This design comes from an exercise in tuning for small area and a short achievable clock period on the open sky130 flow, not from production work. RTL that was checked went through simulation tests only; none was proved equivalent to the original. For runs 1 to 4, only the layout was checked, not whether the RTL still works. No activity file was given, so power comes from the tool's default toggle rates.

===== flow/design.v =====
module comb_bit_reverser #(parameter WIDTH = 32) (
    input  wire [WIDTH-1:0] in_data,
    output wire [WIDTH-1:0] out_data
);
    genvar i;
    generate
        for (i = 0; i < WIDTH; i = i + 1) begin : gen_rev
            assign out_data[i] = in_data[WIDTH-1-i];
        end
    endgenerate
endmodule
module comb_block_mux #(
    parameter integer WIDTH = 32,
    parameter integer BLOCK = 16,
    parameter integer BLOCK_OFFSET = 0,
    parameter integer SHIFT_AMT = 1
)(
    input  wire [WIDTH-1:0] in_full,
    input  wire             do_shift,
    input  wire             fill_bit,
    output wire [BLOCK-1:0] out_block
);
    genvar j;
    generate
        for (j = 0; j < BLOCK; j = j + 1) begin : bit_logic
            localparam integer my_idx = BLOCK_OFFSET + j;
            localparam integer src_idx = my_idx + SHIFT_AMT;
            if (src_idx < WIDTH) begin
                assign out_block[j] = do_shift ? in_full[src_idx] : in_full[my_idx];
            end else begin
                assign out_block[j] = do_shift ? fill_bit : in_full[my_idx];
            end
        end
    endgenerate
endmodule
module pipelined_shifter_core #(
    parameter integer WIDTH = 32,  
    parameter integer BLOCK = 16    
)(
    input  wire             clk,
    input  wire [1:0]       opcode,
    input  wire [$clog2(WIDTH)-1:0] shamt, 
    input  wire             v_in,
    input  wire [WIDTH-1:0] din,
    output reg  [WIDTH-1:0] dout,
    output reg              v_out
);
    function integer clog2;
        input integer value;
        begin
            value = value - 1;
            for (clog2 = 0; value > 0; clog2 = clog2 + 1)
                value = value >> 1;
        end
    endfunction
    localparam integer STAGES = clog2(WIDTH);  
    reg [WIDTH-1:0] pipe_data  [STAGES:0]; 
    reg [STAGES-1:0] pipe_shamt [STAGES:0];  
    reg             pipe_fill  [STAGES:0];
    reg             pipe_rev   [STAGES:0];
    reg             pipe_valid [STAGES:0];
    wire [WIDTH-1:0] din_reversed;
    comb_bit_reverser #(.WIDTH(WIDTH)) rev_in (.in_data(din), .out_data(din_reversed));
    wire is_left  = (opcode == 2'b00);
    wire is_arith = (opcode == 2'b10);
    always @(posedge clk) begin
        pipe_data[STAGES]  <= is_left ? din_reversed : din;
        pipe_fill[STAGES]  <= is_arith ? din[WIDTH-1] : 1'b0;
        pipe_rev[STAGES]   <= is_left;
        pipe_shamt[STAGES] <= shamt;
        pipe_valid[STAGES] <= v_in;
    end
    genvar i, b;
    generate
        for (i = STAGES - 1; i >= 0; i = i - 1) begin : gen_stages
            localparam integer SHIFT_AMT = 1 << i;
            wire [WIDTH-1:0] stage_comb_res;
            for (b = 0; b < WIDTH/BLOCK; b = b + 1) begin : gen_blocks
                comb_block_mux #(
                    .WIDTH(WIDTH), 
                    .BLOCK(BLOCK), 
                    .BLOCK_OFFSET(b*BLOCK), 
                    .SHIFT_AMT(SHIFT_AMT)
                ) u_blk (
                    .in_full(pipe_data[i+1]), 
                    .do_shift(pipe_shamt[i+1][i]), 
                    .fill_bit(pipe_fill[i+1]),
                    .out_block(stage_comb_res[b*BLOCK +: BLOCK])
                );
            end
            always @(posedge clk) begin
                pipe_data[i]  <= stage_comb_res;
                pipe_shamt[i] <= pipe_shamt[i+1];  
                pipe_fill[i]  <= pipe_fill[i+1];
                pipe_rev[i]   <= pipe_rev[i+1];
                pipe_valid[i] <= pipe_valid[i+1];
            end
        end
    endgenerate
    wire [WIDTH-1:0] data_final_reversed;
    comb_bit_reverser #(.WIDTH(WIDTH)) rev_out (.in_data(pipe_data[0]), .out_data(data_final_reversed));
    always @(posedge clk) begin
        dout  <= pipe_rev[0] ? data_final_reversed : pipe_data[0];
        v_out <= pipe_valid[0];
    end
endmodule
module shifter_io_wrapper #(
    parameter integer WIDTH = 32,
    parameter integer BLOCK = 16
)(
    input  wire             clk,
    input  wire             v_in,
    input  wire [1:0]       opcode,
    input  wire [4:0]       shamt,
    input  wire [31:0]      din,
    output reg  [31:0]      dout,
    output reg              v_out
);
    integer i;
    wire is_left = (opcode == 2'b00);
    wire fill    = (opcode == 2'b10) & din[31];
    reg [31:0] a0;
    always @* for (i = 0; i < 32; i = i + 1) a0[i] = is_left ? din[31-i] : din[i];
    wire [31:0] a1 = shamt[4] ? {{16{fill}}, a0[31:16]} : a0;
    wire [31:0] a2 = shamt[3] ? {{8{fill}},  a1[31:8]}  : a1;
    wire [31:0] a3 = shamt[2] ? {{4{fill}},  a2[31:4]}  : a2;
    reg [31:0] m_data;
    reg [1:0]  m_sh;
    reg        m_fill, m_left, m_v;
    always @(posedge clk) begin
        m_data <= a3;
        m_sh   <= shamt[1:0];
        m_fill <= fill;
        m_left <= is_left;
        m_v    <= v_in;
    end
    wire [31:0] b1 = m_sh[1] ? {{2{m_fill}}, m_data[31:2]} : m_data;
    wire [31:0] b2 = m_sh[0] ? {m_fill, b1[31:1]} : b1;
    reg [31:0] b3;
    always @* for (i = 0; i < 32; i = i + 1) b3[i] = m_left ? b2[31-i] : b2[i];
    always @(posedge clk) begin
        dout  <= b3;
        v_out <= m_v;
    end
endmodule

===== flow/flow/run.sh =====
#!/bin/bash
# Standard ORFS layout; only the cell used for the port buffers differs.
set -euo pipefail
bash standard.sh "BUFFER_PORTS_ARGS=-buffer_cell sky130_fd_sc_hd__buf_1" finish > standard_flow.log 2>&1

===== flow/standard.sh =====
#!/bin/bash
# synth_recipe.tcl (not shown) runs the flow's synth.tcl, then flattens the netlist and writes it again
# the make line also repeats each setting of config.mk as NAME=value (left out here)
make -C /OpenROAD-flow-scripts/flow DESIGN_CONFIG=/design/flow/config.mk WORK_HOME=/design/flow/orfs CLKGATE_MAP_FILE= SYNTH_SCRIPT=/design/flow/synth_recipe.tcl "${@:-finish}"

===== flow/config.mk =====
export PLATFORM = sky130hd
export DESIGN_NAME = shifter_io_wrapper
export DESIGN_NICKNAME = shifter_io_wrapper
export VERILOG_FILES = /design/flow/design.v
export SDC_FILE = /design/flow/constraint.sdc
export NUM_CORES = 4
export LEC_CHECK = 0
export ABC_AREA = 1
export ABC_CLOCK_PERIOD_IN_PS = 2500
export CAP_MARGIN = 20
export CORE_MARGIN = 2
export CORE_UTILIZATION = 40
export SETUP_SLACK_MARGIN = 0.8
export SLEW_MARGIN = 20

===== flow/constraint.sdc =====
create_clock -name core_clock -period 2.5 [get_ports {clk}]
set_input_delay 0.5000 -clock core_clock [delete_from_list [all_inputs] [get_ports {clk}]]
set_output_delay 0.5000 -clock core_clock [all_outputs]
set_load 0.01 [all_outputs]

==> results.yml, run 1 <==
cts:
  cts-root-buf: "clkbuf_8"
  cts_resized: 1
  clkSinkCount: 70
  holdBufCountCts: 0
  cts_tree: "done"
  clock_path_buffers: 2
  cts_made_buffers: 9
  post_cts_buffers: 0
  clk_pin_slew_worst_paths_ps: 70
  clk_latency_ps: 350
  htreeDepth: 3
detailed_routing:
  drt_wl_total_um: 10640
  vias_per_cell: 5.100
  drc_errors: 0
  ant_nets: 0
  drt-wirelength-per-cell_um: 13.14
  dr.pass1.iters: 5
  drt_iter0_markers: 195
  vias: 4131
pwr:
  p_leak_nw: 2.219
  ir_drop_uv: 318.9
  power.total_mw: 3.071
  powerDensity_mw_per_mm2: 671.6
sta:
  post-route-min-period_ps: 1581
  fin_tns_setup_ps: 0
  period_share_pct: 63.25
  rsz0062_at_grt: "yes"
  max_freq_mhz: 632.4
  slew-limit-headroom_pct: 34.15
  report.final.slew_viol_count: 0
  fin_skew_ps: 8.948
  worstMarginPinSlew_ps: 986.7
  hold_viol_final: 0
  finalSetupViolations: 0
setup_path:
  worstSetupPathType: "reg -> reg"
  regToRegStartpoint: "m_sh[1]"
  slowest_stage: "dfxtp_1"
  rrSetupSlack_ps: 920
  cp_top_family: "compound AO/OA/AOI/OAI gates"
  path_buf_inv: 1
  worstRegToRegCells: 6
  cp-startpoint: "m_sh[1]"
  crit_required_ps: 2770
  cpMostUsedCell: "nand2_1"
  cp.arrival_ps: 1850
  start_kind: "flip-flop"
  end_kind: "flip-flop"
  critPathMaxStageDelay_ps: 380
  crit_chain: "buf_4 -> nand2_1 -> a21boi_0 -> o21ai_1 -> nand2_1 -> o21ai_0"
  r2r-end: "dout[31]"
  cp_max_fo: 29
min_path:
  hold_depth: 1
  whs_endpoint: "m_v"
  hp-class: "in -> reg"
  worstHoldStart: "v_in"
synth:
  yosysSeqAreaShare_pct: 34.45
  synthCells: 623
  syn-num-nets: 664
  yosysUniqueCellTypes: 25
  yosys_register_bits: 70
  yosys_warnings: 1
  avgSynthCellArea_um2: 6.529
  netlist_area_mm2: 0.004068
final_layout:
  final_nets: 713
  diodes: 0
  area_growth_pct: 12.43
  drive_gt1_share_pct: 8.419
  fill_cells: 1056
global_route:
  overflow: 0
  grt_use_total_pct: 19.75
  grt_max_degree: 35
  antenna_found_initial: 0
  grt_pass1_wl_um: 17540
  grt_pass1_vias: 3868
floorplanning:
  fp.dieH_um: 104.8
  fp-row-count: 36
  fp.coreArea_mm2: 0.009819
  die_area_mm2: 0.01099
  initial_core_util_pct: 41.42
  die_x_um: 104.8
  io_pins: 74
status:
  status: "finished clean"
placement:
  portBuffers: 73
  hpwlAfterDp_um: 7930
  gp_congestion: 0.9160
job:
  cap_violations: 0
==> cells in the final DEF (no fill, tap or decap), drive strengths merged <==
| cell type | n |
|---|---|
| o21ai | 50 |
| clkbuf | 11 |
| clkinvlp | 2 |
| bufinv | 3 |
| or2 | 1 |
| inv | 40 |
| clkinv | 1 |
| nand2 | 217 |
| nand4 | 1 |
| a21boi | 1 |
| and2 | 1 |
| dfxtp | 70 |
| nor3 | 1 |
| buf | 81 |
| mux2i | 14 |
| nand3 | 180 |
| a21oi | 1 |
| nor2 | 2 |
==> state kept, by name, indices dropped and copies added (netlist names) <==
| signal | cells |
|---|---|
| m_v | 1 |
| m_left | 1 |
| m_sh | 2 |
| m_data | 32 |
| dout | 32 |
| v_out | 1 |
| m_fill | 1 |
==> how the worst max path moves through the flow <==
stage	end	slack [ps]	cells past startpoint
floorplan	m_data[16]	1120	6
global placement	m_data[4]	530	5
detailed placement	m_data[4]	510	5
CTS	dout[31]	810	5
global route	dout[31]	780	5
finish	dout[31]	920	6
==> where the power goes <==
group	total (mW)	internal [mW]	switching, mW
combinational	0.652	0.220	0.433
sequential	1.31	1.25	0.0595
clock	1.11	0.692	0.415
==> cells by family after synthesis <==
| kind of cell | Yosys count | synth area share, % |
|---|---|---|
| AOI/OAI and AO/OA | 52 | 6.460 |
| buffers and inverters | 84 | 10.09 |
| DFF | 70 | 34.45 |
| muxes | 14 | 3.445 |
| and+or+nand+nor | 403 | 45.56 |
==> worst reg2reg max path: stages, from the launching register on <==
cell and delay [ps]:
dfxtp_1 380, buf_4 360, nand2_1 130, a21boi_0 160, o21ai_1 320, nand2_1 80, o21ai_0 90
==> cell usage after synthesis (all sizes together) <==
library cell	count	area share (%)
a21boi	1	0.18
dfxtp	70	34
nand4	1	0.31
mux2i	14	3.4
or2	1	0.15
o21ai	50	6.2
nand3	180	23
inv	41	3.8
and2	1	0.15
clkbuf	16	1.5
a21oi	1	0.12
nor2	2	0.37
nor3	1	0.25
buf	27	4.8
nand2	217	21
==> stage by stage <==
| step | cells | worst slack (ps) | area (µm²) | utilization, % | hold slack [ps] |
|---|---|---|---|---|---|
| floorplan | 623 | 1118 | 4068 | - | 309.6 |
| global placement | 794 | 531.0 | 4312 | 43.91 | 311.0 |
| detailed placement | 794 | 512.1 | 4312 | 43.91 | 319.1 |
| CTS | 810 | 810.1 | 4559 | 46.43 | 231.0 |
| global route | 810 | 784.7 | 4573 | 46.57 | 230.0 |
| finish | 810 | 918.8 | 4573 | 46.57 | 237.1 |
==> area by class of cell <==
type | count | area [µm²] | area share, %
multi-input combinational | 469 | 2265 | 49.52
sequential | 70 | 1403 | 30.67
timing repair buffer | 81 | 334.1 | 7.305
tap | 133 | 166.4 | 3.639
inverter | 41 | 157.7 | 3.447
clock buffer | 11 | 141.4 | 3.092
clock inverter | 5 | 106.4 | 2.326
==> routing by layer <==
metal	up-vias	track usage, %	part of all wire [%]
met3	29	3.306	5.1
met4	0	10.00	3.3
met5	-	0	0
met1	1825	24.47	45
met2	134	32.93	46
li1	2143	-	-
==> run 2: changes to the inputs <==
--- a/flow/config.mk
+++ b/flow/config.mk
@@ -6,7 +6,7 @@
 export NUM_CORES = 4
 export LEC_CHECK = 0
 export ABC_AREA = 1
-export ABC_CLOCK_PERIOD_IN_PS = 2500
+export ABC_CLOCK_PERIOD_IN_PS = 100000
 export CAP_MARGIN = 20
 export CORE_MARGIN = 2
 export CORE_UTILIZATION = 40
==> results.yml, run 2 <==
synth:
  synth.largest_area_cell: "dfxtp_1"
  yosysMostFrequentCell: "nand2_1"
  yosysTopAreaCellShare_pct: 34.45
  synth-edff-count: 0
  yosysSeqAreaShare_pct: 34.45
  yosysUniqueCellTypes: 25
  yosys_register_bits: 70
  yosys_warnings: 1
  syn-num-nets: 664
  ys_async_sr_fraction_pct: 0
  synthCells: 623
  synth_commonest_cells: "nand2_1 (202), nand3_1 (171), dfxtp_1 (70)"
  avgSynthCellArea_um2: 6.529
  synth.area.top_cells: "dfxtp_1 (34%), nand3_1 (21%), nand2_1 (19%)"
  netlist_area_mm2: 0.004068
  yosys_most_used_dff: "dfxtp_1"
setup_path:
  end_kind: "flip-flop"
  critPathMaxStageDelay_ps: 380
  crit_required_ps: 2770
  r2r-end: "dout[31]"
  path_buf_inv: 1
  cp_top_family: "compound AO/OA/AOI/OAI gates"
  start_kind: "flip-flop"
  worstSetupPathType: "reg -> reg"
  cpMostUsedCell: "nand2_1"
  cp_max_fo: 29
  crit_chain: "buf_4 -> nand2_1 -> a21boi_0 -> o21ai_1 -> nand2_1 -> o21ai_0"
  cp.arrival_ps: 1850
  slowest_stage: "dfxtp_1"
  rrSetupSlack_ps: 920
  regToRegStartpoint: "m_sh[1]"
  worstRegToRegCells: 6
pwr:
  p_leak_nw: 2.219
  powerDensity_mw_per_mm2: 671.6
  power.total_mw: 3.071
  ir_drop_uv: 318.9
global_route:
  grt_pass1_wl_um: 17540
  overflow: 0
  antenna_found_initial: 0
  grt_use_total_pct: 19.75
  grt_pass1_vias: 3868
  grt_max_degree: 35
status:
  status: "finished clean"
floorplanning:
  fp.coreArea_mm2: 0.009819
  die_area_mm2: 0.01099
  initial_core_util_pct: 41.42
  fp.dieH_um: 104.8
  die_x_um: 104.8
  fp-row-count: 36
  io_pins: 74
cts:
  clock_path_buffers: 2
  clk_latency_ps: 350
  cts_tree: "done"
  htreeDepth: 3
  clkSinkCount: 70
  clk_pin_slew_worst_paths_ps: 70
  cts_made_buffers: 9
  post_cts_buffers: 0
  cts-root-buf: "clkbuf_8"
final_layout:
  layout_commonest_cell: "nand2_1"
  area_growth_pct: 12.43
  final_cell_mix: "nand2_1 (202), nand3_1 (171), buf_1 (73), dfxtp_1 (69), o21ai_0 (43)"
  diodes: 0
  fill_cells: 1056
  reg_top3: "dout: 32 flops, m_data: 32 flops, m_sh: 2 flops"
  drive_gt1_share_pct: 8.419
  final_nets: 713
job:
  cap_violations: 0
sta:
  fin_skew_ps: 8.948
  hold_viol_final: 0
  timing.hold.ws_ps: 237.1
  max_freq_mhz: 632.4
  rsz0062_at_grt: "yes"
  worstMarginPinSlew_ps: 986.7
  report.final.slew_viol_count: 0
  finalSetupViolations: 0
  period_share_pct: 63.25
  fin_tns_setup_ps: 0
  slew-limit-headroom_pct: 34.15
  post-route-min-period_ps: 1581
min_path:
  worstHoldStart: "v_in"
  hp-class: "in -> reg"
  whs_endpoint: "m_v"
  hold_depth: 1
detailed_routing:
  vias_per_cell: 5.100
  drt_wl_total_um: 10640
  drc_errors: 0
  ant_nets: 0
  drt_iter0_markers: 195
  drt-wirelength-per-cell_um: 13.14
  dr.pass1.iters: 5
  vias: 4131
placement:
  gp_congestion: 0.9160
  hpwlAfterDp_um: 7930
  portBuffers: 73
==> run 2: cell counts in the layout (fill, tap and decap cells not counted) <==
Identical to the previous run, type by type.
==> run 2: routing by layer <==
metal  up-vias  track usage, %  routed length (µm)
met4         0           10.00                 353
met2       134           32.93                4921
met5         -               0                   0
met3        29           3.306                 539
li1       2143               -                   -
met1      1825           24.47                4828
==> run 2: through the flow <==
stage | util (%) | area (µm²) | cells | setup WS (ps)
2_1_floorplan | - | 4068 | 623 | 1118
3_3_place_gp | 43.91 | 4312 | 794 | 531.0
3_5_place_dp | 43.91 | 4312 | 794 | 512.1
4_1_cts | 46.43 | 4559 | 810 | 810.1
5_1_grt | 46.57 | 4573 | 810 | 784.7
6_report | 46.57 | 4573 | 810 | 918.8
==> run 2: report_power, final <==
group / internal (mW) / switching, mW / total (mW)
clock network: 0.692 / 0.415 / 1.11
logic: 0.220 / 0.433 / 0.652
registers: 1.25 / 0.0595 / 1.31
total: 2.16 / 0.907 / 3.07
==> run 2: cells by family (layout without fill, tap and decap cells) <==
group | Yosys count | count (layout) | share of synthesized area (%)
multiplexers | 14 | 14 | 3.445
AO/OA/AOI/OAI | 52 | 52 | 6.460
buffers and inverters | 84 | 138 | 10.09
flip-flops | 70 | 70 | 34.45
AND/OR/NAND/NOR | 403 | 403 | 45.56
==> run 2: worst max-delay path by stage <==
| stage | from | to | slack [ps] | cells after the start |
|---|---|---|---|---|
| 2_1_floorplan | shamt[3] | m_data[16] | 1120 | 6 |
| 3_3_place_gp | opcode[1] | m_data[4] | 530 | 5 |
| 3_5_place_dp | opcode[1] | m_data[4] | 510 | 5 |
| 4_1_cts | m_sh[1] | dout[31] | 810 | 5 |
| 5_1_grt | m_sh[1] | dout[31] | 780 | 5 |
| 6_report | m_sh[1] | dout[31] | 920 | 6 |
==> run 2: area by class of cell <==
cell class                 instances  area [µm²]  area share (%)
clock inverter                     5       106.4           2.326
multi-input combinational        469        2265           49.52
timing repair buffer              81       334.1           7.305
tap                              133       166.4           3.639
clock buffer                      11       141.4           3.092
sequential                        70        1403           30.67
inverter                          41       157.7           3.447
==> run 2: what timing repair did <==
item                                    in CTS  in global routing
endpoints found under the setup margin       2                 37
gates resized for setup                      1                  4
hold buffers                                 0                  0
endpoints found under the hold margin        0                  0
==> run 2: worst reg2reg max path: stages (launching register included) <==
cell	delay (ps)
dfxtp_1	380
buf_4	360
nand2_1	130
a21boi_0	160
o21ai_1	320
nand2_1	80
o21ai_0	90
==> run 3: changes to the inputs <==
--- a/flow/design.v
+++ b/flow/design.v
@@ -125,19 +125,26 @@
     wire [31:0] a2 = shamt[3] ? {{8{fill}},  a1[31:8]}  : a1;
     wire [31:0] a3 = shamt[2] ? {{4{fill}},  a2[31:4]}  : a2;
     reg [31:0] m_data;
-    reg [1:0]  m_sh;
-    reg        m_fill, m_left, m_v;
+    reg [1:0]  m_sh, m_shn;
+    reg        m_fill, m_left, m_leftn, m_v;
     always @(posedge clk) begin
-        m_data <= a3;
-        m_sh   <= shamt[1:0];
-        m_fill <= fill;
-        m_left <= is_left;
-        m_v    <= v_in;
+        m_data  <= a3;
+        m_sh    <= shamt[1:0];
+        m_shn   <= ~shamt[1:0];
+        m_fill  <= fill;
+        m_left  <= is_left;
+        m_leftn <= ~is_left;
+        m_v     <= v_in;
     end
-    wire [31:0] b1 = m_sh[1] ? {{2{m_fill}}, m_data[31:2]} : m_data;
-    wire [31:0] b2 = m_sh[0] ? {m_fill, b1[31:1]} : b1;
-    reg [31:0] b3;
-    always @* for (i = 0; i < 32; i = i + 1) b3[i] = m_left ? b2[31-i] : b2[i];
+    reg [31:0] b1, b2, b3;
+    always @* begin
+        for (i = 0; i < 32; i = i + 1)
+            b1[i] = (m_sh[1] & (i + 2 < 32 ? m_data[(i + 2) % 32] : m_fill)) | (m_shn[1] & m_data[i]);
+        for (i = 0; i < 32; i = i + 1)
+            b2[i] = (m_sh[0] & (i + 1 < 32 ? b1[(i + 1) % 32] : m_fill)) | (m_shn[0] & b1[i]);
+        for (i = 0; i < 32; i = i + 1)
+            b3[i] = (m_left & b2[31-i]) | (m_leftn & b2[i]);
+    end
     always @(posedge clk) begin
         dout  <= b3;
         v_out <= m_v;
--- a/flow/config.mk
+++ b/flow/config.mk
@@ -6,7 +6,6 @@
 export NUM_CORES = 4
 export LEC_CHECK = 0
 export ABC_AREA = 1
-export ABC_CLOCK_PERIOD_IN_PS = 100000
 export CAP_MARGIN = 20
 export CORE_MARGIN = 2
 export CORE_UTILIZATION = 40
==> results.yml, run 3 <==
status:
  status: "finished clean"
floorplanning:
  die_area_mm2: 0.01114
  fp.dieH_um: 105.5
  fp.coreArea_mm2: 0.01018
  initial_core_util_pct: 40.49
  fp-row-count: 37
  die_x_um: 105.5
  io_pins: 74
final_layout:
  drive_gt1_share_pct: 5.312
  final_cell_mix: "nand2_1 (327), nand3_1 (140), dfxtp_1 (73), buf_1 (73), inv_1 (67)"
  reg_top3: "dout: 32 flops, m_data: 32 flops"
  diodes: 0
  layout_commonest_cell: "nand2_1"
  final_util_pct: 45.60
  final_nets: 789
  area_growth_pct: 12.62
cts:
  clock_path_buffers: 2
  htreeDepth: 3
  cts_made_buffers: 9
  cts_tree: "done"
  post_cts_buffers: 0
  cts-root-buf: "clkbuf_8"
  clk_latency_ps: 350
  holdBufCountCts: 0
  clkSinkCount: 73
  clk_pin_slew_worst_paths_ps: 80
synth:
  syn-num-nets: 738
  synth-xor-area-share_pct: 0
  synth.area.top_cells: "dfxtp_1 (35%), nand2_1 (30%), nand3_1 (17%)"
  synthCells: 697
  avgSynthCellArea_um2: 5.917
  ys_async_sr_fraction_pct: 0
  synth_fa_ha_area_share_pct: 0
  netlist_area_mm2: 0.004124
  yosysMostFrequentCell: "nand2_1"
  yosys_most_used_dff: "dfxtp_1"
  yosys_warnings: 1
  synth_mux_area_share_pct: 0
  synth-edff-count: 0
  synthSimpleGateAreaFrac_pct: 48.33
  synth_commonest_cells: "nand2_1 (327), nand3_1 (140), dfxtp_1 (73)"
  yosys_register_bits: 73
  synth_compound_area_share_pct: 4.794
  yosysTopAreaCellShare_pct: 35.44
  synth_top_family_by_area: "simple AND/OR/NAND/NOR gates"
  yosysUniqueCellTypes: 16
  yosysSeqAreaShare_pct: 35.44
  synth.largest_area_cell: "dfxtp_1"
sta:
  rsz0062_at_grt: "yes"
  fin_tns_setup_ps: 0
  postLayoutSetupSlackWorst_ps: 887.7
  report.final.slew_viol_count: 0
  period_share_pct: 64.49
  finalSetupViolations: 0
  worstMarginPinSlew_ps: 1024
  fin_skew_ps: 10.13
  max_freq_mhz: 620.2
  post-route-min-period_ps: 1612
  hold_viol_final: 0
  slew-limit-headroom_pct: 31.67
detailed_routing:
  dr.pass1.iters: 5
  vias: 4373
  drt_wl_total_um: 11050
  drc_errors: 0
  drt-wirelength-per-cell_um: 12.43
  vias_per_cell: 4.919
  ant_nets: 0
  drt_iter0_markers: 389
placement:
  portBuffers: 73
  pre_cts_ws_ps: 476.2
  gp_congestion: 0.9206
  hpwlAfterDp_um: 7945
setup_path:
  rrSetupSlack_ps: 990
  start_kind: "input port"
  crit_required_ps: 2720
  cp_max_fo: 32
  end_kind: "flip-flop"
  worstSetupPathType: "in -> reg"
  cp.arrival_ps: 1830
global_route:
  antenna_found_initial: 0
  grt_pass1_vias: 4006
  grt_use_total_pct: 19.82
  grt_pass1_wl_um: 17950
  grt_max_degree: 34
  overflow: 0
pwr:
  ir_drop_uv: 356.1
  power.total_mw: 2.872
  p_leak_nw: 2.460
  powerDensity_mw_per_mm2: 618.3
min_path:
  hp-class: "in -> reg"
job:
  cap_violations: 0
## run 3: final timing paths
check,start,endpoint,cells after the start
max reg2reg,m_shn[1],dout[13],6
min reg2reg,m_v,v_out,0
max,shamt[4],m_data[2],6
min,v_in,m_v,1
## run 3: report_power, final
part	internal (mW)	switching (mW)
combinational	0.220	0.447
clock	0.387	0.467
sequential	1.30	0.0532
## run 3: per-layer routing
layer  wire [µm]  track usage (%)
met1        5172            25.22
met2        5101            33.46
met3         538            4.143
met4         237            6.485
met5           0                0
## run 3: timing repair
action | in CTS | in global routing
endpoints found under the hold margin | 0 | 0
setup endpoints to repair | 0 | 61
gates resized for setup | 0 | 6
## run 3: per-stage QoR
step / cells / cell area [µm²] / hold WS [ps]
6_report: 889 / 4644 / 242.3
5_1_grt: 889 / 4644 / 225.0
4_1_cts: 887 / 4613 / 224.7
3_5_place_dp: 871 / 4434 / 321.4
3_3_place_gp: 871 / 4434 / 311.2
2_1_floorplan: 697 / 4124 / 309.6
## run 3: cells by family after synthesis
group / after synthesis
compound gates: 32
buf+inv: 116
flops: 73
simple gates: 476
## run 3: worst max-delay path: stages
cell        delay, ps
buf_1             150
clkinvlp_4        480
nand3_1           280
nand3_1           180
nand3_1           130
nand2_1           100
## run 3: layout make-up
class                   instances  area [µm²]
fillers                      1173        5540
multi-input cells             508        2196
flip-flops and latches         73        1461
repair buffers                 82       341.6
inverters                      72       281.5
well taps                     136       170.2
clock buffers                  10       137.6
clock inverters                 6       41.29
repair inverters                2       15.01
==> run 4: changes to the inputs <==
--- a/flow/design.v
+++ b/flow/design.v
@@ -118,23 +118,40 @@
 );
     integer i;
     wire is_left = (opcode == 2'b00);
-    wire fill    = (opcode == 2'b10) & din[31];
-    reg [31:0] a0;
-    always @* for (i = 0; i < 32; i = i + 1) a0[i] = is_left ? din[31-i] : din[i];
-    wire [31:0] a1 = shamt[4] ? {{16{fill}}, a0[31:16]} : a0;
-    wire [31:0] a2 = shamt[3] ? {{8{fill}},  a1[31:8]}  : a1;
-    wire [31:0] a3 = shamt[2] ? {{4{fill}},  a2[31:4]}  : a2;
+    reg [31:0] x0;
+    always @* for (i = 0; i < 32; i = i + 1) x0[i] = is_left ? din[31-i] : din[i];
+    reg [31:0] p_data;
+    reg [4:0]  p_sh, p_shn;
+    reg        p_fill, p_left, p_leftn, p_v;
+    always @(posedge clk) begin
+        p_data  <= x0;
+        p_sh    <= shamt;
+        p_shn   <= ~shamt;
+        p_fill  <= (opcode == 2'b10) & din[31];
+        p_left  <= is_left;
+        p_leftn <= ~is_left;
+        p_v     <= v_in;
+    end
+    reg [31:0] a1, a2, a3;
+    always @* begin
+        for (i = 0; i < 32; i = i + 1)
+            a1[i] = (p_sh[4] & (i + 16 < 32 ? p_data[(i + 16) % 32] : p_fill)) | (p_shn[4] & p_data[i]);
+        for (i = 0; i < 32; i = i + 1)
+            a2[i] = (p_sh[3] & (i + 8 < 32 ? a1[(i + 8) % 32] : p_fill)) | (p_shn[3] & a1[i]);
+        for (i = 0; i < 32; i = i + 1)
+            a3[i] = (p_sh[2] & (i + 4 < 32 ? a2[(i + 4) % 32] : p_fill)) | (p_shn[2] & a2[i]);
+    end
     reg [31:0] m_data;
     reg [1:0]  m_sh, m_shn;
     reg        m_fill, m_left, m_leftn, m_v;
     always @(posedge clk) begin
         m_data  <= a3;
-        m_sh    <= shamt[1:0];
-        m_shn   <= ~shamt[1:0];
-        m_fill  <= fill;
-        m_left  <= is_left;
-        m_leftn <= ~is_left;
-        m_v     <= v_in;
+        m_sh    <= p_sh[1:0];
+        m_shn   <= p_shn[1:0];
+        m_fill  <= p_fill;
+        m_left  <= p_left;
+        m_leftn <= p_leftn;
+        m_v     <= p_v;
     end
     reg [31:0] b1, b2, b3;
     always @* begin
==> results.yml, run 4 <==
pwr:
  p_sw_mw: 1.242
  seq_power_share_pct: 44.5
  p_leak_nw: 3.241
  ir_drop_uv: 494.2
  combPwrFrac_pct: 12.0
  cellInternalPower_mw: 3.657
  p_clk_share_pct: 43.5
  powerDensity_mw_per_mm2: 821.0
  netSwitchingFraction_pct: 25.35
setup_path:
  regToRegStartpoint: "p_shn[2]"
  end_kind: "primary output"
  start_kind: "flip-flop"
  cp_max_fo: 1
  cp.arrival_ps: 860
  crit_chain: "buf_1"
  crit_required_ps: 2000
  path_buf_inv: 1
  worstSetupPathType: "reg -> out"
  cp-startpoint: "dout[22]"
  cp_top_family: "flip-flops"
  slowest_stage: "dfxtp_1"
  critPathMaxStageDelay_ps: 310
cts:
  clk_pin_slew_worst_paths_ps: 50
  clock_path_buffers: 2
  cts-root-buf: "clkbuf_16"
  post_cts_buffers: 0
  htreeDepth: 4
  cts_tree: "done"
  clkSinkCount: 119
  cts_resized: 0
  cts_made_buffers: 17
  clk_latency_ps: 410
  holdBufCountCts: 0
synth:
  yosysSeqAreaShare_pct: 46.42
  synth_commonest_cells: "nand2_1 (569), dfxtp_1 (119), o21ai_0 (27)"
  yosysMostFrequentCell: "nand2_1"
  yosys_most_used_dff: "dfxtp_1"
  yosys_register_bits: 119
  yosysUniqueCellTypes: 16
  synthCells: 800
  yosys_warnings: 1
  netlist_area_mm2: 0.005132
  avgSynthCellArea_um2: 6.416
  synth-edff-count: 0
  synth.largest_area_cell: "dfxtp_1"
  syn-num-nets: 841
  yosysTopAreaCellShare_pct: 46.42
  ys_async_sr_fraction_pct: 0
  synth.area.top_cells: "dfxtp_1 (46%), nand2_1 (42%), o21ai_0 (2.6%)"
sta:
  fin_tns_setup_ps: 0
  post-route-min-period_ps: 1356
  slew-limit-headroom_pct: 34.01
  rsz0062_at_grt: "no"
  fin_skew_ps: 6.354
  period_share_pct: 54.25
  postLayoutSetupSlackWorst_ps: 1144
  hold_viol_final: 0
  finalSetupViolations: 0
  max_freq_mhz: 737.3
  worstMarginPinSlew_ps: 988.5
  report.final.slew_viol_count: 0
global_route:
  grt_max_degree: 34
  grt_use_total_pct: 17.28
  grt_pass1_vias: 4031
  overflow: 0
  grt_pass1_wl_um: 18530
  antenna_found_initial: 0
floorplanning:
  fp.coreArea_mm2: 0.01257
  io_pins: 74
  initial_core_util_pct: 40.84
  die_x_um: 117.3
  fp.dieH_um: 117.3
  fp-row-count: 41
  die_area_mm2: 0.01375
final_layout:
  reg_top3: "dout: 32 flops, m_data: 32 flops, p_data: 32 flops"
  drive_gt1_share_pct: 6.200
  diodes: 0
  layout_commonest_cell: "nand2_1"
  final_nets: 902
  area_growth_pct: 16.26
  final_cell_mix: "nand2_1 (569), dfxtp_1 (118), buf_1 (73), o21ai_0 (27), inv_1 (21)"
detailed_routing:
  vias_per_cell: 4.238
  drt-wirelength-per-cell_um: 10.08
  drc_errors: 0
  ant_nets: 0
  drt_wl_total_um: 10510
  dr.pass1.iters: 4
  vias: 4420
  drt_iter0_markers: 317
placement:
  pre_cts_ws_ps: 1176
  hpwlAfterDp_um: 7673
  portBuffers: 73
  gp_congestion: 0.8916
min_path:
  worstHoldStart: "v_in"
  hp-class: "in -> reg"
status:
  status: "finished clean"
job:
  cap_violations: 0
==> run 4: through the flow <==
step                      std cells  utilization (%)  area (µm²)  hold slack [ps]  power [mW]
after detailed placement       1014            43.29        5440            312.1       2.810
after global routing           1043            47.48        5967            171.3       5.184
after global placement         1014            43.29        5440            309.9       2.808
final                          1043            47.48        5967            177.5       4.899
after floorplan                 800                -        5132            309.6       2.643
after CTS                      1043            47.47        5966            158.4       4.960
==> run 4: power groups by stage <==
stage          Combinational [mW]  Sequential, mW  Clock, mW
6_report                    0.588            2.18       2.13
5_1_grt                     0.706            2.21       2.27
4_1_cts                     0.595            2.18       2.18
3_5_place_dp                0.592            2.22          0
3_3_place_gp                0.591            2.22          0
2_1_floorplan               0.425            2.22          0
==> run 4: metal layers <==
layer	share of wire, %	GRT usage, %	routed length (µm)
met1	50	22.82	5307
met2	43	26.32	4484
met3	4.5	5.304	474
met4	2.3	6.980	243
met5	0	0	0
==> run 4: final timing paths <==
check | end | slack [ps] | cells after the start
worst min-delay path | p_v | 180 | 1
worst max register to register | m_data[14] | 1180 | 3
worst max-delay path | dout[22] | 1140 | 1
worst min register to register | m_sh[1] | 320 | 0
==> run 4: cells by family after synthesis <==
| logic type | count (synthesis) | synth area share, % |
|---|---|---|
| AND/OR/NAND/NOR | 585 | 43.71 |
| flip-flops | 119 | 46.42 |
| buffers and inverters | 64 | 6.753 |
| AO/OA/AOI/OAI | 32 | 3.120 |
==> run 4: final cells by class <==
| type | instances | area [µm²] |
|---|---|---|
| fill | 1353 | 6601 |
| sequential | 119 | 2384 |
| clock inverter | 4 | 20.02 |
| timing repair buffer | 84 | 356.6 |
| inverter | 22 | 82.58 |
| tap | 172 | 215.2 |
| multi-input combinational | 617 | 2404 |
| clock buffer | 25 | 505.5 |
==> run 5: changes to the inputs <==
==> flow/design.v (replaced) <==
module mux_inv (
    input  wire a,
    input  wire b,
    input  wire s,
    input  wire sn,
    output wire y
);
    assign y = ~((a | s) & (b | sn));
endmodule
module mux_buf (
    input  wire a,
    input  wire b,
    input  wire s,
    input  wire sn,
    output wire y
);
    assign y = (a | s) & (b | sn);
endmodule
module shifter_io_wrapper #(
    parameter integer WIDTH = 32,
    parameter integer BLOCK = 16
)(
    input  wire             clk,
    input  wire             v_in,
    input  wire [1:0]       opcode,
    input  wire [4:0]       shamt,
    input  wire [31:0]      din,
    output reg  [31:0]      dout,
    output reg              v_out
);
    genvar i;
    wire is_left  = (opcode == 2'b00);
    wire is_leftn = ~is_left;
    wire fill     = (opcode == 2'b10) & din[31];
    wire filln    = ~fill;
    wire [4:2] shn = ~shamt[4:2];
    wire [31:0] d1;    
    wire [31:0] d2;    
    wire [31:0] d3;    
    wire [31:0] d4;    
    generate
        for (i = 0; i < 32; i = i + 1) begin : g_s1
            mux_inv u_rev (.a(din[i]), .b(din[31-i]), .s(is_left), .sn(is_leftn), .y(d1[i]));
            mux_inv u_16 (.a(d1[i]), .b(i + 16 < 32 ? d1[(i + 16) % 32] : filln),
                          .s(shamt[4]), .sn(shn[4]), .y(d2[i]));
            mux_inv u_8  (.a(d2[i]), .b(i + 8 < 32 ? d2[(i + 8) % 32] : fill),
                          .s(shamt[3]), .sn(shn[3]), .y(d3[i]));
            mux_inv u_4  (.a(d3[i]), .b(i + 4 < 32 ? d3[(i + 4) % 32] : filln),
                          .s(shamt[2]), .sn(shn[2]), .y(d4[i]));
        end
    endgenerate
    reg [31:0] m_data;
    reg [1:0]  m_sh;
    reg        m_fill, m_left, m_v;
    always @(posedge clk) begin
        m_data <= d4;
        m_sh   <= shamt[1:0];
        m_fill <= fill;
        m_left <= is_left;
        m_v    <= v_in;
    end
    wire [1:0] m_shn   = ~m_sh;
    wire       m_filln = ~m_fill;
    wire       m_leftn = ~m_left;
    wire [31:0] e1;    
    wire [31:0] e2;    
    wire [31:0] e3;    
    generate
        for (i = 0; i < 32; i = i + 1) begin : g_s2
            mux_inv u_2   (.a(m_data[i]), .b(i + 2 < 32 ? m_data[(i + 2) % 32] : m_fill),
                           .s(m_sh[1]), .sn(m_shn[1]), .y(e1[i]));
            mux_inv u_1   (.a(e1[i]), .b(i + 1 < 32 ? e1[(i + 1) % 32] : m_filln),
                           .s(m_sh[0]), .sn(m_shn[0]), .y(e2[i]));
            mux_buf u_rev (.a(e2[i]), .b(e2[31-i]), .s(m_left), .sn(m_leftn), .y(e3[i]));
        end
    endgenerate
    always @(posedge clk) begin
        dout  <= e3;
        v_out <= m_v;
    end
endmodule
--- a/flow/config.mk
+++ b/flow/config.mk
@@ -11,3 +11,4 @@
 export CORE_UTILIZATION = 40
 export SETUP_SLACK_MARGIN = 0.8
 export SLEW_MARGIN = 20
+export SYNTH_HIERARCHICAL = 1
==> results.yml, run 5 <==
synth:
  ys_async_sr_fraction_pct: 0
  synth.largest_area_cell: "inv_1"
  syn-num-nets: 1564
  synth_mux_area_share_pct: 0
  yosysSeqAreaShare_pct: 20.42
  yosysMostFrequentCell: "inv_1"
  synthSimpleGateAreaFrac_pct: 37.07
  synth.area.top_cells: "inv_1 (43%), nand2_1 (32%), dfxtp_1 (20%)"
  yosysUniqueCellTypes: 6
  netlist_area_mm2: 0.006862
  yosysTopAreaCellShare_pct: 42.51
  synth_fa_ha_area_share_pct: 0
  avgSynthCellArea_um2: 4.505
  synth_compound_area_share_pct: 0
  synth-xor-area-share_pct: 0
  yosys_warnings: 7
  synth_top_family_by_area: "buffers and inverters"
  synthCells: 1523
  synth-edff-count: 0
  yosys_most_used_dff: "dfxtp_1"
  yosys_register_bits: 70
  synth_commonest_cells: "inv_1 (777), nand2_1 (577), nor2_1 (96)"
final_layout:
  reg_top3: "dout: 32 flops, m_data: 32 flops, m_sh: 2 flops"
  diodes: 0
  final_cell_mix: "inv_1 (775), nand2_1 (577), nor2_1 (96), buf_1 (73), dfxtp_1 (68)"
  layout.cells.non_filler: 1845
  layout_commonest_cell: "inv_1"
  final_nets: 1661
  final_util_pct: 47.01
  area_growth_pct: 14.42
  drive_gt1_share_pct: 2.031
placement:
  portBuffers: 73
  gp_congestion: 0.8265
  hpwlAfterDp_um: 10520
  dpl.cell_count: 1828
detailed_routing:
  drt-wirelength-per-cell_um: 7.490
  dr.pass1.iters: 4
  ant_nets: 0
  drt_wl_total_um: 13820
  drc_errors: 0
  drt_iter0_markers: 389
  vias_per_cell: 3.576
  vias: 6597
floorplanning:
  die_x_um: 135.0
  fp.dieH_um: 135.0
  initial_core_util_pct: 41.08
  io_pins: 74
  fp-row-count: 47
  fp.coreArea_mm2: 0.01670
  die_area_mm2: 0.01822
status:
  status: "finished clean"
setup_path:
  regToRegStartpoint: "m_sh[1]"
  critPathMaxStageDelay_ps: 170
  rrSetupSlack_ps: 1030
  slowest_stage: "buf_8"
  crit_chain: "buf_1 -> nor2_4 -> inv_1 -> buf_8 -> inv_1 -> nand2_1 -> nand2_1 -> inv_1 -> nand2_1 -> nand2_1 -> inv_1 -> nand2_1 -> nand2_1 -> inv_1 -> nand2_1 -> nand2_1"
  crit_required_ps: 2720
  cpMostUsedCell: "nand2_1"
  cp_top_family: "simple AND/OR/NAND/NOR gates"
  worstRegToRegCells: 9
  end_kind: "flip-flop"
  worstSetupPathType: "in -> reg"
  start_kind: "input port"
  cp.arrival_ps: 1700
  path_buf_inv: 7
  cp_max_fo: 32
  r2r-end: "dout[0]"
cts:
  htreeDepth: 3
  cts-root-buf: "clkbuf_16"
  clkSinkCount: 70
  cts_made_buffers: 9
  clk_latency_ps: 340
  clock_path_buffers: 2
  cts_tree: "done"
  post_cts_buffers: 0
  clk_pin_slew_worst_paths_ps: 60
pwr:
  ir_drop_uv: 278.8
  p_leak_nw: 6.808
  powerDensity_mw_per_mm2: 471.4
sta:
  max_freq_mhz: 676.2
  period_share_pct: 59.15
  report.final.slew_viol_count: 0
  rsz0062_at_grt: "no"
  finalSetupViolations: 0
  fin_tns_setup_ps: 0
  fin_skew_ps: 10.98
  slew-limit-headroom_pct: 36.04
  post-route-min-period_ps: 1479
  worstMarginPinSlew_ps: 958.3
  timing.hold.ws_ps: 250.5
  hold_viol_final: 0
global_route:
  antenna_found_initial: 0
  overflow: 0
  met1_usage_pct: 21.09
  grt_pass1_vias: 5673
  grt_pass1_wl_um: 24430
  grt_max_degree: 34
  grt_util_met3_pct: 1.989
  grt_busiest_layer: "met2"
  use_met2_pct: 27.69
  grt_use_total_pct: 16.10
min_path:
  worstHoldStart: "shamt[1]"
  hold_depth: 1
  whs_endpoint: "m_sh[1]"
  hp-class: "in -> reg"
job:
  cap_violations: 0
run 5: cells by family (layout without fill, tap and decap cells):
group	count (synthesis)	after routing
buf+inv	777	879
simple gates	676	676
flops	70	70
run 5: cell type report:
| cell class | instances | area, µm² |
|---|---|---|
| inverter | 777 | 2924 |
| sequential | 70 | 1404 |
| timing repair buffer | 85 | 375.4 |
| fill | 1951 | 8850 |
| clock buffer | 11 | 232.7 |
| tap | 220 | 275.3 |
| multi-input combinational | 676 | 2549 |
| timing repair inverter | 1 | 7.507 |
| clock inverter | 5 | 83.83 |
run 5: power by group:
group          switching (mW)  internal [mW]
clock                   0.470          0.875
combinational           0.676          0.362
sequential             0.0605           1.26
run 5: timing repair:
action / CTS / global route
resized for setup: 0 / 4
hold buffers: 0 / 0
endpoints found under the setup margin: 0 / 55
run 5: how the worst max path moves through the flow:
stage               from          to  slack (ps)  cells past startpoint
2_1_floorplan  opcode[1]  m_data[28]         400                     14
3_3_place_gp   opcode[0]  m_data[21]         610                     16
3_5_place_dp   opcode[0]  m_data[21]         580                     16
4_1_cts          m_sh[1]     dout[0]         890                      9
5_1_grt        opcode[0]  m_data[17]         810                     16
6_report       opcode[1]  m_data[23]        1020                     16
run 5: worst reg2reg max path, cell delays in order, from the launching register on:
cell        delay (ps)
dfxtp_2            410
clkinvlp_4         320
inv_1              150
nand2_1             80
nand2_1             90
inv_1               50
nand2_1             60
nand2_1             60
nor2_1              90
nor2_1              50
run 5: Yosys stat by module (local to each module, per instance):
| module | cells inside | times used |
|---|---|---|
| shifter_io_wrapper | 83 | 1 |
| mux_buf | 3 | 32 |
| mux_inv | 7 | 192 |
run 5: metal layers:
metal	wire length, µm	vias to the layer above
met5	0	-
met4	133	0
met3	418	10
met2	6059	68
met1	7208	2522
li1	-	3997
run 5: per-stage QoR:
stage / power [mW] / instance area, µm² / worst slack (ps)
6_report: 3.701 / 7851 / 1021
4_1_cts: 3.765 / 7833 / 894.9
5_1_grt: 4.025 / 7851 / 807.1
3_5_place_dp: 2.394 / 7516 / 582.0
2_1_floorplan: 2.106 / 6877 / 402.7
3_3_place_gp: 2.382 / 7516 / 612.4
==> run 6: changes to the inputs <==
--- a/flow/config.mk
+++ b/flow/config.mk
@@ -6,6 +6,7 @@
 export NUM_CORES = 4
 export LEC_CHECK = 0
 export ABC_AREA = 1
+export ABC_CLOCK_PERIOD_IN_PS = 2500
 export CAP_MARGIN = 20
 export CORE_MARGIN = 2
 export CORE_UTILIZATION = 40
==> results.yml, run 6 <==
status:
  status: "finished clean"
sta:
  hold_viol_final: 0
  max_freq_mhz: 676.2
  report.final.slew_viol_count: 0
  timing.hold.ws_ps: 250.5
  rsz0062_at_grt: "no"
  finalSetupViolations: 0
  slew-limit-headroom_pct: 36.04
  fin_tns_setup_ps: 0
  worstMarginPinSlew_ps: 958.3
  fin_skew_ps: 10.98
  post-route-min-period_ps: 1479
  period_share_pct: 59.15
final_layout:
  layout.cells.non_filler: 1845
  register_area_mm2: 0.001404
  diodes: 0
  final_cell_mix: "inv_1 (775), nand2_1 (577), nor2_1 (96), buf_1 (73), dfxtp_1 (68)"
  area_growth_pct: 14.42
  fill_cells: 1951
  multi_input_area_mm2: 0.002549
  layout_commonest_cell: "inv_1"
  postLayoutCellArea_mm2: 0.007851
  drive_gt1_share_pct: 2.031
  reg_top3: "dout: 32 flops, m_data: 32 flops, m_sh: 2 flops"
  final_nets: 1661
placement:
  hpwlAfterDp_um: 10520
  gp_congestion: 0.8265
  placed_area_mm2: 0.007516
  dpl.cell_count: 1828
  portBuffers: 73
floorplanning:
  fp-row-count: 47
  die_area_mm2: 0.01822
  die_x_um: 135.0
  io_pins: 74
  fp.dieH_um: 135.0
  fp.coreArea_mm2: 0.01670
  initial_core_util_pct: 41.08
pwr:
  ir_drop_uv: 278.8
  powerDensity_mw_per_mm2: 471.4
  p_leak_nw: 6.808
cts:
  cts-root-buf: "clkbuf_16"
  clk_pin_slew_worst_paths_ps: 60
  clk_latency_ps: 340
  holdBufCountCts: 0
  htreeDepth: 3
  clkSinkCount: 70
  clock_path_buffers: 2
  post_cts_buffers: 0
  cts_tree: "done"
  cts_made_buffers: 9
  cts_resized: 0
synth:
  yosys_register_bits: 70
  ys_async_sr_fraction_pct: 0
  synth.largest_area_cell: "inv_1"
  netlist_area_mm2: 0.006862
  yosysMostFrequentCell: "inv_1"
  avgSynthCellArea_um2: 4.505
  synth_commonest_cells: "inv_1 (777), nand2_1 (577), nor2_1 (96)"
  yosysUniqueCellTypes: 6
  syn-num-nets: 1564
  yosys_warnings: 7
  yosys_most_used_dff: "dfxtp_1"
  synthCells: 1523
  yosysSeqAreaShare_pct: 20.42
  yosysTopAreaCellShare_pct: 42.51
  synth.area.top_cells: "inv_1 (43%), nand2_1 (32%), dfxtp_1 (20%)"
  synth-edff-count: 0
setup_path:
  start_kind: "input port"
  cpMostUsedCell: "nand2_1"
  cp_top_family: "simple AND/OR/NAND/NOR gates"
  end_kind: "flip-flop"
  crit_chain: "buf_1 -> nor2_4 -> inv_1 -> buf_8 -> inv_1 -> nand2_1 -> nand2_1 -> inv_1 -> nand2_1 -> nand2_1 -> inv_1 -> nand2_1 -> nand2_1 -> inv_1 -> nand2_1 -> nand2_1"
  worstSetupPathType: "in -> reg"
  slowest_stage: "buf_8"
  cp.arrival_ps: 1700
  crit_required_ps: 2720
  cp_max_fo: 32
  critPathMaxStageDelay_ps: 170
  path_buf_inv: 7
detailed_routing:
  drc_errors: 0
  vias_per_cell: 3.576
  drt_wl_total_um: 13820
  drt_iter0_markers: 389
  dr.pass1.iters: 4
  vias: 6597
  drt-wirelength-per-cell_um: 7.490
  ant_nets: 0
global_route:
  grt_max_degree: 34
  overflow: 0
  met1_usage_pct: 21.09
  grt_util_met3_pct: 1.989
  grt_pass1_wl_um: 24430
  use_met2_pct: 27.69
  antenna_found_initial: 0
  grt_use_total_pct: 16.10
  grt_pass1_vias: 5673
  grt_busiest_layer: "met2"
min_path:
  hp-class: "in -> reg"
job:
  cap_violations: 0
## run 6: cell counts after synthesis
No cell type changed its count.
## run 6: worst reg2reg max path, stage by stage, from the launching register on
cell and delay [ps]:
dfxtp_2 410, clkinvlp_4 320, inv_1 150, nand2_1 80
nand2_1 90, inv_1 50, nand2_1 60, nand2_1 60
nor2_1 90, nor2_1 50
## run 6: through the flow
step	utilization [%]	total power, mW	setup WS [ps]
final	47.01	3.701	1021
after global routing	47.01	4.025	807.1
after CTS	46.90	3.765	894.9
after detailed placement	45.00	2.394	582.0
after global placement	45.00	2.382	612.4
after floorplan	-	2.106	402.7
## run 6: logic make-up (layout without fill, tap and decap cells)
logic type | after synthesis | after routing | synth area share, %
buffers and inverters | 777 | 879 | 42.51
AND/OR/NAND/NOR | 676 | 676 | 37.07
flip-flops | 70 | 70 | 20.42
## run 6: layout make-up
type | instances | share of cell area, %
Clock buffer | 11 | 2.964
Clock inverter | 5 | 1.068
Inverter | 777 | 37.24
Multi-Input combinational cell | 676 | 32.46
Sequential cell | 70 | 17.88
Tap cell | 220 | 3.506
Timing Repair Buffer | 85 | 4.781
Timing Repair inverter | 1 | 0.09562
## run 6: Yosys stat by module, one instance, submodules excluded
module	cells	flops+latches	area, µm²	copies in the design
mux_inv	7	0	26.28	192
shifter_io_wrapper	83	70	1456	1
mux_buf	3	0	11.26	32
## run 6: per-layer routing
layer	up-vias	share of wire, %
met1	2522	52
met3	10	3.0
li1	3997	-
met4	0	0.96
met5	-	0
met2	68	44
## run 6: worst paths after layout
path,from,end,slack [ps],cells after the start
max,opcode[1],m_data[23],1020,16
min,shamt[1],m_sh[1],250,1
max reg2reg,m_sh[1],dout[0],1030,9
min reg2reg,m_v,v_out,330,0
## run 6: power by group
| group | switching (mW) | total [mW] | internal, mW |
|---|---|---|---|
| Combinational | 0.676 | 1.04 | 0.362 |
| Sequential | 0.0605 | 1.32 | 1.26 |
| Clock | 0.470 | 1.34 | 0.875 |
| Total | 1.21 | 3.70 | 2.49 |
==> run 7: changes to the inputs <==
--- a/flow/config.mk
+++ b/flow/config.mk
@@ -6,7 +6,7 @@
 export NUM_CORES = 4
 export LEC_CHECK = 0
 export ABC_AREA = 1
-export ABC_CLOCK_PERIOD_IN_PS = 2500
+export ABC_CLOCK_PERIOD_IN_PS = 100000
 export CAP_MARGIN = 20
 export CORE_MARGIN = 2
 export CORE_UTILIZATION = 40
==> results.yml, run 7 <==
sta:
  fin_skew_ps: 10.98
  worstMarginPinSlew_ps: 958.3
  hold_viol_final: 0
  slew-limit-headroom_pct: 36.04
  rsz0062_at_grt: "no"
  timing.hold.ws_ps: 250.5
  finalSetupViolations: 0
  post-route-min-period_ps: 1479
  period_share_pct: 59.15
  fin_tns_setup_ps: 0
  report.final.slew_viol_count: 0
  max_freq_mhz: 676.2
synth:
  netlist_area_mm2: 0.006862
  yosysMostFrequentCell: "inv_1"
  yosysUniqueCellTypes: 6
  synthCells: 1523
  avgSynthCellArea_um2: 4.505
  yosys_most_used_dff: "dfxtp_1"
  synth-edff-count: 0
  yosysSeqAreaShare_pct: 20.42
  yosys_warnings: 7
  synth.area.top_cells: "inv_1 (43%), nand2_1 (32%), dfxtp_1 (20%)"
  synth_commonest_cells: "inv_1 (777), nand2_1 (577), nor2_1 (96)"
  ys_async_sr_fraction_pct: 0
  synth.largest_area_cell: "inv_1"
  syn-num-nets: 1564
  yosysTopAreaCellShare_pct: 42.51
  yosys_register_bits: 70
cts:
  cts-root-buf: "clkbuf_16"
  clkSinkCount: 70
  clk_pin_slew_worst_paths_ps: 60
  clk_latency_ps: 340
  cts_tree: "done"
  htreeDepth: 3
  cts_made_buffers: 9
  clock_path_buffers: 2
setup_path:
  end_kind: "flip-flop"
  cp_max_fo: 32
  crit_required_ps: 2720
  start_kind: "input port"
  worstSetupPathType: "in -> reg"
  cp.arrival_ps: 1700
placement:
  dpl.cell_count: 1828
  hpwlAfterDp_um: 10520
  portBuffers: 73
  gp_congestion: 0.8265
final_layout:
  final_cell_mix: "inv_1 (775), nand2_1 (577), nor2_1 (96), buf_1 (73), dfxtp_1 (68)"
  final_nets: 1661
  multi_input_area_mm2: 0.002549
  layout_commonest_cell: "inv_1"
  area_growth_pct: 14.42
  reg_top3: "dout: 32 flops, m_data: 32 flops, m_sh: 2 flops"
  register_area_mm2: 0.001404
  fill_cells: 1951
  layout.cells.non_filler: 1845
  final_util_pct: 47.01
  diodes: 0
  drive_gt1_share_pct: 2.031
global_route:
  use_met2_pct: 27.69
  overflow: 0
  met1_usage_pct: 21.09
  grt_pass1_wl_um: 24430
  grt_use_total_pct: 16.10
  antenna_found_initial: 0
  grt_max_degree: 34
  grt_util_met3_pct: 1.989
  grt_pass1_vias: 5673
  grt_busiest_layer: "met2"
detailed_routing:
  drc_errors: 0
  vias_per_cell: 3.576
  drt_iter0_markers: 389
  drt_wl_total_um: 13820
  dr.pass1.iters: 4
  vias: 6597
  drt-wirelength-per-cell_um: 7.490
  ant_nets: 0
pwr:
  p_leak_nw: 6.808
  ir_drop_uv: 278.8
  powerDensity_mw_per_mm2: 471.4
floorplanning:
  fp.dieH_um: 135.0
  fp-row-count: 47
  die_x_um: 135.0
  initial_core_util_pct: 41.08
  io_pins: 74
  die_area_mm2: 0.01822
  fp.coreArea_mm2: 0.01670
status:
  status: "finished clean"
job:
  cap_violations: 0
min_path:
  hp-class: "in -> reg"
==> run 7: cell counts after synthesis <==
No cell type changed its count.
==> run 7: cell type report <==
type	count	area share (%)
Inverter	777	37.24
Multi-Input combinational cell	676	32.46
Sequential cell	70	17.88
Timing Repair Buffer	85	4.781
Tap cell	220	3.506
Clock buffer	11	2.964
Clock inverter	5	1.068
Timing Repair inverter	1	0.09562
==> run 7: kinds of logic after synthesis <==
| group | synth area share (%) |
|---|---|
| buf+inv | 42.51 |
| flops | 20.42 |
| simple gates | 37.07 |
==> run 7: stage by stage <==
stage / setup WS (ps) / area, µm² / power (mW)
after floorplan: 402.7 / 6877 / 2.106
after global placement: 612.4 / 7516 / 2.382
after detailed placement: 582.0 / 7516 / 2.394
after CTS: 894.9 / 7833 / 3.765
after global routing: 807.1 / 7851 / 4.025
final: 1021 / 7851 / 3.701
==> run 7: final timing paths <==
check | cells after the start | slack, ps | startpoint | to
min | 1 | 250 | shamt[1] | m_sh[1]
max reg2reg | 9 | 1030 | m_sh[1] | dout[0]
max | 16 | 1020 | opcode[1] | m_data[23]
min reg2reg | 0 | 330 | m_v | v_out
==> run 7: per-layer routing <==
layer / routed length, µm / share of wire [%]
met5: 0 / 0
met3: 418 / 3.0
met2: 6059 / 44
met1: 7208 / 52
met4: 133 / 0.96
==> run 7: per-module statistics from Yosys, one instance, submodules excluded <==
module | cells | cell area [µm²] | copies in the design | flip-flops and latches
mux_buf | 3 | 11.26 | 32 | 0
mux_inv | 7 | 26.28 | 192 | 0
shifter_io_wrapper | 83 | 1456 | 1 | 70
==> run 7: repair_timing <==
action	4_1_cts	5_1_grt
gates resized for setup	0	4
buffers inserted	0	0
hold buffers	0	0
endpoints found under the hold margin	0	0
endpoints found under the setup margin	0	55
==> run 7: power breakdown <==
| part | leakage (nW) | internal (mW) | total, mW | switching [mW] |
|---|---|---|---|---|
| logic | 6.07 | 0.362 | 1.04 | 0.676 |
| registers | 0.589 | 1.26 | 1.32 | 0.0605 |
| clock network | 0.146 | 0.875 | 1.34 | 0.470 |
==> run 7: critical path: stages <==
cell and delay, ps:
buf_1 120, nor2_4 130, inv_1 60, buf_8 170, inv_1 60, nand2_1 40, nand2_1 70, inv_1 40
nand2_1 60, nand2_1 70, inv_1 60, nand2_1 60, nand2_1 90, inv_1 50, nand2_1 50, nand2_1 50
==> run 8: changes to the inputs <==
--- a/flow/config.mk
+++ b/flow/config.mk
@@ -5,8 +5,6 @@
 export SDC_FILE = /design/flow/constraint.sdc
 export NUM_CORES = 4
 export LEC_CHECK = 0
-export ABC_AREA = 1
-export ABC_CLOCK_PERIOD_IN_PS = 100000
 export CAP_MARGIN = 20
 export CORE_MARGIN = 2
 export CORE_UTILIZATION = 40
==> results.yml, run 8 <==
final_layout:
  register_area_mm2: 0.001408
  layout_commonest_cell: "o22ai_1"
  reg_top3: "dout: 32 flops, m_data: 32 flops, m_sh: 2 flops"
  postLayoutCellArea_mm2: 0.003717
  multi_input_area_mm2: 0.001533
  area_growth_pct: 26.64
  fill_cells: 683
  final_cell_mix: "o22ai_1 (191), buf_1 (71), dfxtp_1 (67), o22a_1 (32), buf_4 (13)"
  final_nets: 446
  drive_gt1_share_pct: 10.49
  diodes: 0
floorplanning:
  fp.coreArea_mm2: 0.007176
  fp.dieH_um: 89.67
  initial_core_util_pct: 40.91
  fp-row-count: 31
  io_pins: 74
  die_area_mm2: 0.008040
  die_x_um: 89.67
detailed_routing:
  drt_wl_total_um: 8141
  ant_nets: 0
  vias_per_cell: 6.234
  dr.pass1.iters: 5
  drc_errors: 0
  vias: 3173
  drt_iter0_markers: 209
  drt-wirelength-per-cell_um: 15.99
pwr:
  p_sw_mw: 0.8280
  netSwitchingFraction_pct: 28.23
  p_clk_share_pct: 33.6
  seq_power_share_pct: 44.9
  ir_drop_uv: 286.3
  p_leak_nw: 1.239
  cellInternalPower_mw: 2.105
  powerDensity_mw_per_mm2: 789.0
  combPwrFrac_pct: 21.5
setup_path:
  cp_max_fo: 33
  crit_required_ps: 2730
  end_kind: "flip-flop"
  cp.arrival_ps: 1800
  start_kind: "input port"
  worstSetupPathType: "in -> reg"
synth:
  avgSynthCellArea_um2: 9.624
  yosysTopAreaCellShare_pct: 47.74
  yosysSeqAreaShare_pct: 47.74
  yosys_register_bits: 70
  yosys_most_used_dff: "dfxtp_1"
  syn-num-nets: 346
  yosysMostFrequentCell: "o22ai_1"
  yosys_warnings: 7
  yosysUniqueCellTypes: 8
  ys_async_sr_fraction_pct: 0
  synth.area.top_cells: "dfxtp_1 (48%), o22ai_1 (41%), o22a_1 (9.5%)"
  synth-edff-count: 0
  synth_commonest_cells: "o22ai_1 (192), dfxtp_1 (70), o22a_1 (32)"
  synth.largest_area_cell: "dfxtp_1"
  synthCells: 305
  netlist_area_mm2: 0.002935
global_route:
  grt_max_degree: 35
  overflow: 0
  grt_pass1_wl_um: 12560
  antenna_found_initial: 0
  grt_use_total_pct: 19.99
  grt_pass1_vias: 2653
placement:
  hpwlAfterDp_um: 5498
  placed_area_mm2: 0.003436
  gp_congestion: 0.8631
  portBuffers: 73
cts:
  clk_pin_slew_worst_paths_ps: 70
  cts_made_buffers: 9
  clk_latency_ps: 340
  cts-root-buf: "clkbuf_8"
  htreeDepth: 3
  cts_tree: "done"
  clock_path_buffers: 2
  clkSinkCount: 70
status:
  status: "finished clean"
sta:
  post-route-min-period_ps: 1573
  fin_skew_ps: 5.870
  max_freq_mhz: 635.7
  hold_viol_final: 0
  slew-limit-headroom_pct: 48.35
  period_share_pct: 62.92
  fin_tns_setup_ps: 0
  rsz0062_at_grt: "no"
  report.final.slew_viol_count: 0
  worstMarginPinSlew_ps: 773.8
  finalSetupViolations: 0
job:
  cap_violations: 0
min_path:
  hp-class: "in -> reg"
run 8: cell count changes after synthesis, sizes merged:
cell,delta
nand2,-577
inv,-770
nand3b,+1
nor2,-97
or2,+1
nand3,-1
o22a,+32
o22ai,+192
and3b,+1
run 8: final timing paths:
kind / slack [ps] / cells after the start / from / end
max: 930 / 7 / opcode[1] / m_data[1]
min reg2reg: 330 / 0 / m_v / v_out
min: 250 / 1 / v_in / m_v
max reg2reg: 1010 / 5 / m_sh[1] / dout[20]
run 8: area by class of cell:
cell class                      instances  share of cell area [%]
Clock buffer                           10                   3.702
Sequential cell                        70                   37.87
Inverter                                7                   1.010
Tap cell                               99                   3.332
Timing Repair Buffer                   87                   10.37
Clock inverter                          6                   2.289
Timing Repair inverter                  1                  0.2020
Multi-Input combinational cell        229                   41.23
run 8: power groups by stage:
stage | clock network [mW] | logic (mW) | registers (mW)
after floorplan | 0 | 0.362 | 1.38
after global placement | 0 | 0.601 | 1.34
after detailed placement | 0 | 0.602 | 1.34
after CTS | 1.01 | 0.609 | 1.32
after global routing | 1.05 | 0.701 | 1.33
final | 0.987 | 0.629 | 1.32
run 8: layer usage:
metal	vias up	GRT usage, %	share of wire (%)
li1	1582	-	-
met1	1441	27.71	47
met2	132	29.14	45
met3	18	2.742	5.7
met4	0	12.62	2.6
met5	-	0	0
run 8: cells by family after synthesis:
kind of cell | Yosys count | share of synthesized area, %
AOI/OAI and AO/OA | 224 | 50.47
buffers and inverters | 7 | 0.8953
and+or+nand+nor | 4 | 0.8953
DFF | 70 | 47.74
run 8: critical path: stages:
cell	delay [ps]
clkbuf_2	140
nor2_4	100
buf_4	290
o22ai_1	150
o22ai_1	220
o22ai_1	140
o22ai_1	250
run 8: per-stage QoR:
stage | power [mW] | instances | utilization, % | worst slack, ps | hold WS, ps
after floorplan | 1.741 | 305 | - | 862.7 | 309.6
after global routing | 3.079 | 509 | 51.80 | 841.1 | 249.8
final | 2.933 | 509 | 51.80 | 927.0 | 248.4
after CTS | 2.941 | 504 | 51.09 | 817.3 | 232.1
after global placement | 1.945 | 487 | 47.88 | 561.1 | 314.7
after detailed placement | 1.947 | 487 | 47.88 | 535.2 | 314.3
run 8: modules after synthesis (local to each module, per instance):
module	copies in the design	area, µm²	cells inside	flops+latches
shifter_io_wrapper	1	1454	81	70
mux_buf	32	8.758	1	0
mux_inv	192	6.256	1	0
run 8: what timing repair did:
action	CTS	global route
gates cloned	1	1
resized for setup	1	4
endpoints found under the hold margin	0	0
setup endpoints to repair	32	43
hold buffers	0	0
buffers inserted	0	4
pin swaps	0	1

-- port drivers added, routing unchanged --
The results above use ideal ports. As a check the final layouts listed here were re-extracted and re-timed, cells and wires unchanged.
Step 1: set_driving_cell puts a clkbuf_16 on clk and a buf_2 on each other input, an assumption about the parent block.
Step 2 moves the port delays by t, midway between the first and last clock arrival at a register: inputs arrive t later, outputs are due t later. That takes back most of the time a late clock gives input paths.
a / b / c = ideal ports / drivers / drivers and shift; a / b = the first two.
run | shift t [ns] | setup WS [ns] | clock arrival spread, ns | cell pins on the clock port's net
run 1 | 0.374 | 0.919 / 0.919 / 0.611 | 0.010 / 0.009 | 1
run 2 | 0.374 | 0.919 / 0.919 / 0.611 | 0.010 / 0.009 | 1
run 3 | 0.377 | 0.888 / 0.898 / 0.521 | 0.010 / 0.010 | 1
run 4 | 0.447 | 1.144 / 1.105 / 1.180 | 0.009 / 0.009 | 1
run 5 | 0.369 | 1.021 / 1.029 / 0.670 | 0.011 / 0.011 | 1
run 6 | 0.369 | 1.021 / 1.029 / 0.670 | 0.011 / 0.011 | 1
run 7 | 0.369 | 1.021 / 1.029 / 0.670 | 0.011 / 0.011 | 1
run 8 | 0.365 | 0.927 / 0.936 / 0.571 | 0.006 / 0.007 | 1
After both steps every run listed still meets setup and hold. The setup slack of run 3, which loses most, moves by +0.010 ns with the drivers and by -0.367 ns with both steps.
